This is an optimization exercise on Yosys and OpenROAD, whose aim is small area, not a production implementation.
Only simulation tests tie the RTL to the original design; equivalence was not proved.
The clock port is modelled as an ideal driver, which makes a skipped or thinned clock tree look cheaper than it is; a real chip needs a root buffer or a tree.
Power is estimated from default activity; no workload was simulated.

==> exp/ember: inputs <==
==> flow/design.v <==
`timescale 1ns / 100ps
module dx_spi_core
#(
	parameter DATA_WIDTH = 32,
	parameter DATA_COUNT_WIDTH = 8,
	parameter SCLK_COUNT_WIDTH = 16
)
(
	input wire clk,
	input wire rst,
	input wire [DATA_COUNT_WIDTH-1:0] spi_width_i,
	input wire cpol_i,
	input wire cpha_i,
	input wire [SCLK_COUNT_WIDTH-1:0] sclk_div_i,
	input wire mosi_stb,
	input wire [DATA_WIDTH-1:0] mosi_data_i,
	output wire miso_stb,
	output wire [DATA_WIDTH-1:0] miso_data_o,
	output wire ready_o,
	output reg [2:0] state_o,
	output wire [DATA_COUNT_WIDTH-1:0] data_count_o,
	output reg wr_edge,
	output reg rd_edge,
	output reg sclk,
	output reg mosi,
	input wire miso,
	output wire csn
);
localparam ST_IDLE   = 3'd0;
localparam ST_CONFIG = 3'd1;
localparam ST_PRE    = 3'd2;
localparam ST_EDGE_A = 3'd3;
localparam ST_EDGE_B = 3'd4;
localparam ST_POST   = 3'd5;
reg [2:0] state;
reg [4:0] spi_width;      
reg cpol;
reg cpha;
reg [15:0] sclk_div;
reg [15:0] sclk_count;
reg [5:0] data_count;
reg [31:0] sr;
wire st_idle = (state == ST_IDLE);
wire st_cfg  = (state == ST_CONFIG);
wire st_pre  = (state == ST_PRE);
wire st_a    = (state == ST_EDGE_A);
wire st_b    = (state == ST_EDGE_B);
wire st_post = (state == ST_POST);
wire accept  = st_idle & mosi_stb;
reg cnt_begin;            
wire cnt_done  = (sclk_count == sclk_div);
wire wr_ev = cnt_begin & (cpha ? st_a : (st_pre | st_b));
wire rd_ev = cnt_begin & (cpha ? (st_b | st_post) : st_a);
wire end_ev = cnt_begin & st_post & ~cpha;
wire [4:0] w_in = spi_width_i[4:0];
wire [31:0] keep;
genvar gi;
generate
	for (gi = 0; gi < 32; gi = gi + 1) begin : g_keep
		if (gi == 31)
			assign keep[gi] = ~rst;
		else
			assign keep[gi] = ~rst & ((w_in == 5'd0) | ({1'b0, w_in} >= 6'd32 - gi));
	end
endgenerate
always @(posedge clk) begin
	if (st_idle | cnt_done)
		sclk_count <= 16'd0;
	else
		sclk_count <= sclk_count + 1'b1;
	cnt_begin <= st_idle | cnt_done;
end
always @(posedge clk) begin
	if (rst) begin
		state <= ST_IDLE;
	end else begin
		case (state)
		ST_IDLE:   if (mosi_stb) state <= ST_CONFIG;
		ST_CONFIG: if (cnt_done) state <= ST_PRE;
		ST_PRE:    if (cnt_done) state <= ST_EDGE_A;
		ST_EDGE_A: if (cnt_done) state <= (data_count[4:0] == spi_width) ? ST_POST : ST_EDGE_B;
		ST_EDGE_B: if (cnt_done) state <= ST_EDGE_A;
		ST_POST:   if (cnt_done) state <= ST_IDLE;
		default:   state <= ST_IDLE;
		endcase
	end
end
always @(posedge clk) begin
	if (rst)
		cpol <= 1'b0;
	else if (accept)
		cpol <= cpol_i;
end
always @(posedge clk) begin
	if (accept) begin
		spi_width <= spi_width_i[4:0];
		cpha      <= cpha_i;
		sclk_div  <= sclk_div_i;
	end
end
always @(posedge clk) begin
	if (rst | accept)
		sr <= mosi_data_i & keep;
	else if (rd_ev)
		sr <= {sr[30:0], miso};
end
always @(posedge clk) begin
	sclk <= cpol ^ st_a;
end
always @(posedge clk) begin
	if (st_idle | end_ev)
		mosi <= 1'b0;
	else if (wr_ev)
		mosi <= sr[31];
end
always @(posedge clk) begin
	if (st_idle | end_ev)
		data_count <= 6'd0;
	else if (wr_ev)
		data_count <= data_count + 1'b1;
end
always @(posedge clk) begin
	if (st_idle) begin
		wr_edge <= 1'b0;
		rd_edge <= 1'b0;
	end else if (wr_ev) begin
		wr_edge <= 1'b1;
		rd_edge <= 1'b0;
	end else if (rd_ev) begin
		wr_edge <= 1'b0;
		rd_edge <= 1'b1;
	end else if (end_ev) begin
		rd_edge <= 1'b0;
	end
end
always @(posedge clk) begin
	state_o <= state;
end
assign miso_stb = st_idle & (state_o == ST_POST);
assign ready_o = st_idle & ~miso_stb;
assign csn = ready_o | st_cfg | (st_pre & cnt_begin);
assign miso_data_o = sr;
assign data_count_o = {2'b00, data_count};
endmodule
==> flow/flow/run.sh <==
#!/bin/bash
# The standard layout (standard.sh) with three changes:
#  - synthesis maps the logic with an area-oriented ABC script (synth_area.tcl),
#  - the port buffers are the smallest buffer cell (buf_1),
#  - the clock tree uses clkbuf_8 and no dummy loads.
set -euo pipefail
here=$(pwd)
export AREA_ABC_SCRIPT="$here/flow/area.abc"
export BUFFER_PORTS_ARGS="-buffer_cell sky130_fd_sc_hd__buf_1"
export CTS_ARGS="-sink_clustering_enable -repair_clock_nets -dont_use_dummy_load -buf_list sky130_fd_sc_hd__clkbuf_8"
sed "s#SYNTH_SCRIPT=[^ ]*#SYNTH_SCRIPT=$here/flow/synth_area.tcl#" standard.sh > standard_area.sh
grep -q "SYNTH_SCRIPT=$here/flow/synth_area.tcl" standard_area.sh
bash standard_area.sh > standard.log 2>&1
==> flow/flow/area.abc <==
strash
dch
amap
strash
dch -f
amap
strash
dch -f
amap
strash
dch -f
amap
topo
==> flow/flow/synth_area.tcl <==
# The standard synthesis (synth_recipe.tcl), with the final technology
# mapping done by an area-oriented ABC script (flow/area.abc) instead of
# ORFS's delay-oriented one. Registers are not touched by ABC.
proc synth {args} { yosys synth -nofsm -noshare {*}$args }
proc abc {args} {
  set i [lsearch -exact $args -script]
  if { $i >= 0 } {
    set args [lreplace $args [expr {$i + 1}] [expr {$i + 1}] $::env(AREA_ABC_SCRIPT)]
  }
  yosys abc {*}$args
}
source $::env(SCRIPTS_DIR)/synth.tcl
# left out here: clear keep_hierarchy, flatten, clean up, hide names made inside functions, write 1_2_yosys.v
==> flow/standard.sh <==
#!/bin/bash
# synth_recipe.tcl (not shown) runs the flow's synth.tcl, then flattens the netlist and writes it again
# the make line also repeats each setting of config.mk as NAME=value (left out here)
make -C /OpenROAD-flow-scripts/flow DESIGN_CONFIG=/design/flow/config.mk WORK_HOME=/design/flow/orfs CLKGATE_MAP_FILE= SYNTH_SCRIPT=/design/flow/synth_recipe.tcl "${@:-finish}"
==> flow/config.mk <==
export PLATFORM = sky130hd
export DESIGN_NAME = dx_spi_core
export DESIGN_NICKNAME = dx_spi_core
export VERILOG_FILES = /design/flow/design.v
export SDC_FILE = /design/flow/constraint.sdc
export NUM_CORES = 4
export LEC_CHECK = 0
export CAP_MARGIN = 20
export CORE_MARGIN = 2
export CORE_UTILIZATION = 40
export SLEW_MARGIN = 20
==> flow/constraint.sdc <==
create_clock -name core_clock -period 5.0 [get_ports {clk}]
set_input_delay 1.0000 -clock core_clock [delete_from_list [all_inputs] [get_ports {clk}]]
set_output_delay 1.0000 -clock core_clock [all_outputs]
set_load 0.01 [all_outputs]
==> exp/juniper (differences from exp/ember) <==
--- a/flow/design.v
+++ b/flow/design.v
@@ -19,8 +19,8 @@
 	output wire ready_o,
 	output reg [2:0] state_o,
 	output wire [DATA_COUNT_WIDTH-1:0] data_count_o,
-	output reg wr_edge,
-	output reg rd_edge,
+	output wire wr_edge,
+	output wire rd_edge,
 	output reg sclk,
 	output reg mosi,
 	input wire miso,
@@ -52,15 +52,31 @@
 wire wr_ev = cnt_begin & (cpha ? st_a : (st_pre | st_b));
 wire rd_ev = cnt_begin & (cpha ? (st_b | st_post) : st_a);
 wire end_ev = cnt_begin & st_post & ~cpha;
-wire [4:0] w_in = spi_width_i[4:0];
-wire [31:0] keep;
+wire ld_ok = accept & ~rst;
+wire [1:0] w_hi = spi_width_i[4:3];
+wire [2:0] w_lo = spi_width_i[2:0];
+wire w_32 = (spi_width_i[4:0] == 5'd0);
+wire [3:0] hi_gt, hi_eq;     
+wire [7:0] lo_ge;            
 genvar gi;
+generate
+	for (gi = 0; gi < 4; gi = gi + 1) begin : g_hi
+		assign hi_gt[gi] = ld_ok & (w_32 | (w_hi > gi));
+		assign hi_eq[gi] = ld_ok & ~w_32 & (w_hi == gi);
+	end
+	for (gi = 0; gi < 8; gi = gi + 1) begin : g_lo
+		assign lo_ge[gi] = (w_lo >= gi);
+	end
+endgenerate
+wire [31:0] sr_keep;
 generate
 	for (gi = 0; gi < 32; gi = gi + 1) begin : g_keep
 		if (gi == 31)
-			assign keep[gi] = ~rst;
+			assign sr_keep[gi] = ld_ok;
+		else if (gi == 0)
+			assign sr_keep[gi] = ld_ok & w_32;
 		else
-			assign keep[gi] = ~rst & ((w_in == 5'd0) | ({1'b0, w_in} >= 6'd32 - gi));
+			assign sr_keep[gi] = hi_gt[(32 - gi) / 8] | (hi_eq[(32 - gi) / 8] & lo_ge[(32 - gi) % 8]);
 	end
 endgenerate
 always @(posedge clk) begin
@@ -98,11 +114,13 @@
 		sclk_div  <= sclk_div_i;
 	end
 end
+wire sr_load  = rst | accept;
+wire sr_shift = ~sr_load & rd_ev;
+wire sr_hold  = ~sr_load & ~rd_ev;
 always @(posedge clk) begin
-	if (rst | accept)
-		sr <= mosi_data_i & keep;
-	else if (rd_ev)
-		sr <= {sr[30:0], miso};
+	sr <= (mosi_data_i & sr_keep)
+	    | ({sr[30:0], miso} & {32{sr_shift}})
+	    | (sr & {32{sr_hold}});
 end
 always @(posedge clk) begin
 	sclk <= cpol ^ st_a;
@@ -119,20 +137,12 @@
 	else if (wr_ev)
 		data_count <= data_count + 1'b1;
 end
-always @(posedge clk) begin
-	if (st_idle) begin
-		wr_edge <= 1'b0;
-		rd_edge <= 1'b0;
-	end else if (wr_ev) begin
-		wr_edge <= 1'b1;
-		rd_edge <= 1'b0;
-	end else if (rd_ev) begin
-		wr_edge <= 1'b0;
-		rd_edge <= 1'b1;
-	end else if (end_ev) begin
-		rd_edge <= 1'b0;
-	end
-end
+wire st_bp = st_b | st_post;
+wire first_a = (state_o == ST_PRE);    
+assign wr_edge = cpha ? ((st_a & ~cnt_begin) | (st_bp & cnt_begin))
+                      : (((st_pre | st_b) & ~cnt_begin) | (st_a & cnt_begin));
+assign rd_edge = cpha ? ((st_a & cnt_begin & ~first_a) | (st_bp & ~cnt_begin) | miso_stb)
+                      : ((st_a & ~cnt_begin) | (st_bp & cnt_begin));
 always @(posedge clk) begin
 	state_o <= state;
 end
==> flow/flow/run.sh (replaced) <==
#!/bin/bash
# The standard layout (standard.sh) with these changes:
#  - synthesis maps the logic with an area-oriented ABC script (synth_area.tcl),
#  - the port buffers are the smallest buffer cell (buf_1),
#  - after CTS, the clock tree is replaced by one level of three clkbuf_16,
#    each driving a band of flip-flops (clk_tree.tcl).
set -euo pipefail
here=$(pwd)
export AREA_ABC_SCRIPT="$here/flow/area.abc"
export BUFFER_PORTS_ARGS="-buffer_cell sky130_fd_sc_hd__buf_1"
export CTS_ARGS="-sink_clustering_enable -repair_clock_nets -dont_use_dummy_load -buf_list sky130_fd_sc_hd__clkbuf_8"
export POST_CTS_TCL="$here/flow/clk_tree.tcl"
export CLK_TREE_K=3
export CLK_TREE_BUF=sky130_fd_sc_hd__clkbuf_16
sed "s#SYNTH_SCRIPT=[^ ]*#SYNTH_SCRIPT=$here/flow/synth_area.tcl#" standard.sh > standard_area.sh
grep -q "SYNTH_SCRIPT=$here/flow/synth_area.tcl" standard_area.sh
bash standard_area.sh > standard.log 2>&1
==> flow/flow/area.abc (replaced) <==
&get -n
&st
&dch
&nf -R 1000 -p
&put
&get -n
&st
&dch
&nf -R 1000 -p
&put
&get -n
&st
&dch
&nf -R 1000 -p
&put
&get -n
&st
&dch
&nf -R 1000 -p
&put
&get -n
&st
&dch
&nf -R 1000 -p
&put
&get -n
&st
&dch
&nf -R 1000 -p
&put
&get -n
&st
&dch
&nf -R 1000 -p
&put
&get -n
&st
&dch
&nf -R 1000 -p
&put
topo
==> flow/flow/clk_tree.tcl (new file) <==
# POST_CTS hook: replace the clock tree that CTS built by a single level of
# CLK_TREE_K buffers (CLK_TREE_BUF), each driving one band of flip-flops
# (split by y position) and all driven by the clock port; then legalize.
proc rebuild_clock_tree {K buf} {
  set block [ord::get_db_block]
  set clknet [$block findNet clk]
  set sinks {}
  set bufs {}
  set todo [list $clknet]
  while {[llength $todo]} {
    set n [lindex $todo 0]
    set todo [lrange $todo 1 end]
    foreach it [$n getITerms] {
      if {![$it isInputSignal]} { continue }
      set inst [$it getInst]
      set m [[$inst getMaster] getName]
      if {[string match "*clkbuf*" $m] || [string match "*clkinv*" $m]} {
        lappend bufs $inst
        foreach o [$inst getITerms] {
          if {[$o isOutputSignal] && [$o getNet] ne "NULL"} { lappend todo [$o getNet] }
        }
      } else {
        lappend sinks $it
      }
    }
  }
  set nets {}
  foreach b $bufs {
    foreach o [$b getITerms] {
      if {[$o isOutputSignal] && [$o getNet] ne "NULL"} { lappend nets [$o getNet] }
    }
  }
  puts "clk_tree: removing [llength $bufs] clock buffers, [llength $sinks] sinks"
  foreach it $sinks { $it disconnect }
  foreach b $bufs { odb::dbInst_destroy $b }
  foreach n $nets { odb::dbNet_destroy $n }
  set pts {}
  foreach it $sinks {
    set l [[$it getInst] getLocation]
    lappend pts [list [lindex $l 0] [lindex $l 1] $it]
  }
  set pts [lsort -integer -index 1 $pts]
  set n [llength $pts]
  set master [[ord::get_db] findMaster $buf]
  for {set g 0} {$g < $K} {incr g} {
    set grp [lrange $pts [expr {$g * $n / $K}] [expr {($g + 1) * $n / $K - 1}]]
    set sx 0
    set sy 0
    foreach p $grp {
      set sx [expr {$sx + [lindex $p 0]}]
      set sy [expr {$sy + [lindex $p 1]}]
    }
    set cx [expr {$sx / [llength $grp]}]
    set cy [expr {$sy / [llength $grp]}]
    set inst [odb::dbInst_create $block $master "clkbuf_leaf_$g"]
    $inst setLocation $cx $cy
    $inst setPlacementStatus PLACED
    $inst setSourceType TIMING
    set net [odb::dbNet_create $block "clknet_leaf_$g"]
    $net setSigType CLOCK
    foreach it [$inst getITerms] {
      set mt [[$it getMTerm] getName]
      if {$mt eq "A"} { $it connect $clknet }
      if {$mt eq "X"} { $it connect $net }
    }
    foreach p $grp { [lindex $p 2] connect $net }
    puts "clk_tree: clkbuf_leaf_$g drives [llength $grp] sinks"
  }
}
rebuild_clock_tree $::env(CLK_TREE_K) $::env(CLK_TREE_BUF)
detailed_placement
check_placement -verbose
estimate_parasitics -placement
report_clock_skew
==> exp/nickel (differences from exp/ember) <==
==> flow/flow/run.sh (replaced) <==
#!/bin/bash
export BUFFER_PORTS_ARGS="-buffer_cell sky130_fd_sc_hd__buf_1"
export CTS_ARGS="-sink_clustering_enable -repair_clock_nets -dont_use_dummy_load -buf_list {sky130_fd_sc_hd__clkbuf_4 sky130_fd_sc_hd__clkbuf_8}"
bash standard.sh > standard.log 2>&1
removed: flow/flow/area.abc
removed: flow/flow/synth_area.tcl
==> comparison table <==
	exp/nickel	exp/juniper	exp/ember
Share of post-route cells with drive strength above 1	4.07%	1.73%	2.68%
Delay of the slowest cell on the worst path	0.93 ns	0.58 ns	0.64 ns
Status	complete, no violations	complete, no violations	complete, no violations
Non-filler instance count after layout	627	571	596
Layout sequential cell count	88	86	88
Post-CTS Hold Fix Bufs	0	-	0
Wire length on met3	646 um	500 um	737 um
First-pass GRT wire length	14900 um	13900 um	14400 um
Stages on worst setup path	7	9	6
Cell chosen for the clock root	clkbuf_8	-	clkbuf_8
Leakage power	0.00154 uW	0.00146 uW	0.00145 uW
Part of the power in registers	60.1%	56.0%	53.4%
Net switching component of the power	399 uW	563 uW	767 uW
Plain + repair buffers	109	-	109
Total power after layout	1480 uW	1690 uW	2150 uW
Share of the yosys chip area belonging to registers	55.9%	55.3%	61.5%
CP startpoint kind	flop	primary input	flop
Relative slew margins	29.5%	40.4%	41.9%
Setup clock skew after layout	0.0199 ns	0.00973 ns	0.0307 ns
Final Instance Area	0.00471 mm^2	0.00414 mm^2	0.00442 mm^2
P_comb	207 uW	460 uW	617 uW
Peak ir drop on the vdd network	0.000127 V	0.000175 V	0.000201 V
Unique masters post-synth	49	37	35
Post-CTS Repair Setup Buffers	0	-	0
The clock cells of exp/juniper come from the design's own scripts or RTL, not from TritonCTS.

-- port drivers added, routing unchanged --
Ports are ideal in the flow. The routed layouts listed here were re-timed in OpenROAD. Step 1 assumes that a clkbuf_16 drives the clock port and a buf_2 every other input. Step 2 also shifts input and output timing later by t, the mid clock arrival at the registers, as if the neighbouring blocks saw the same clock. Slacks: ideal / step 1 / step 2; pairs: ideal / step 1.
| run | t (ns) | slack for setup (ns) | slew at the worst register clock pin (ns) | worst data-port slew with drivers (ns) | pins driven straight from the clock port |
|---|---|---|---|---|---|
| exp/ember | 0.380 | 1.890 / 1.859 / 1.526 | 0.09 / 0.09 | 0.06 | 1 |
| exp/juniper | 0.223 | 1.748 / 1.785 / 1.563 | 0.11 / 0.11 | 0.06 | 3 |
| exp/nickel | 0.383 | 1.745 / 1.745 / 1.473 | 0.09 / 0.09 | 0.05 | 1 |
After both steps setup and hold are still met in every run listed. For exp/ember, which loses most, drivers alone change the setup slack by -0.031 ns; drivers and shift together by -0.364 ns.
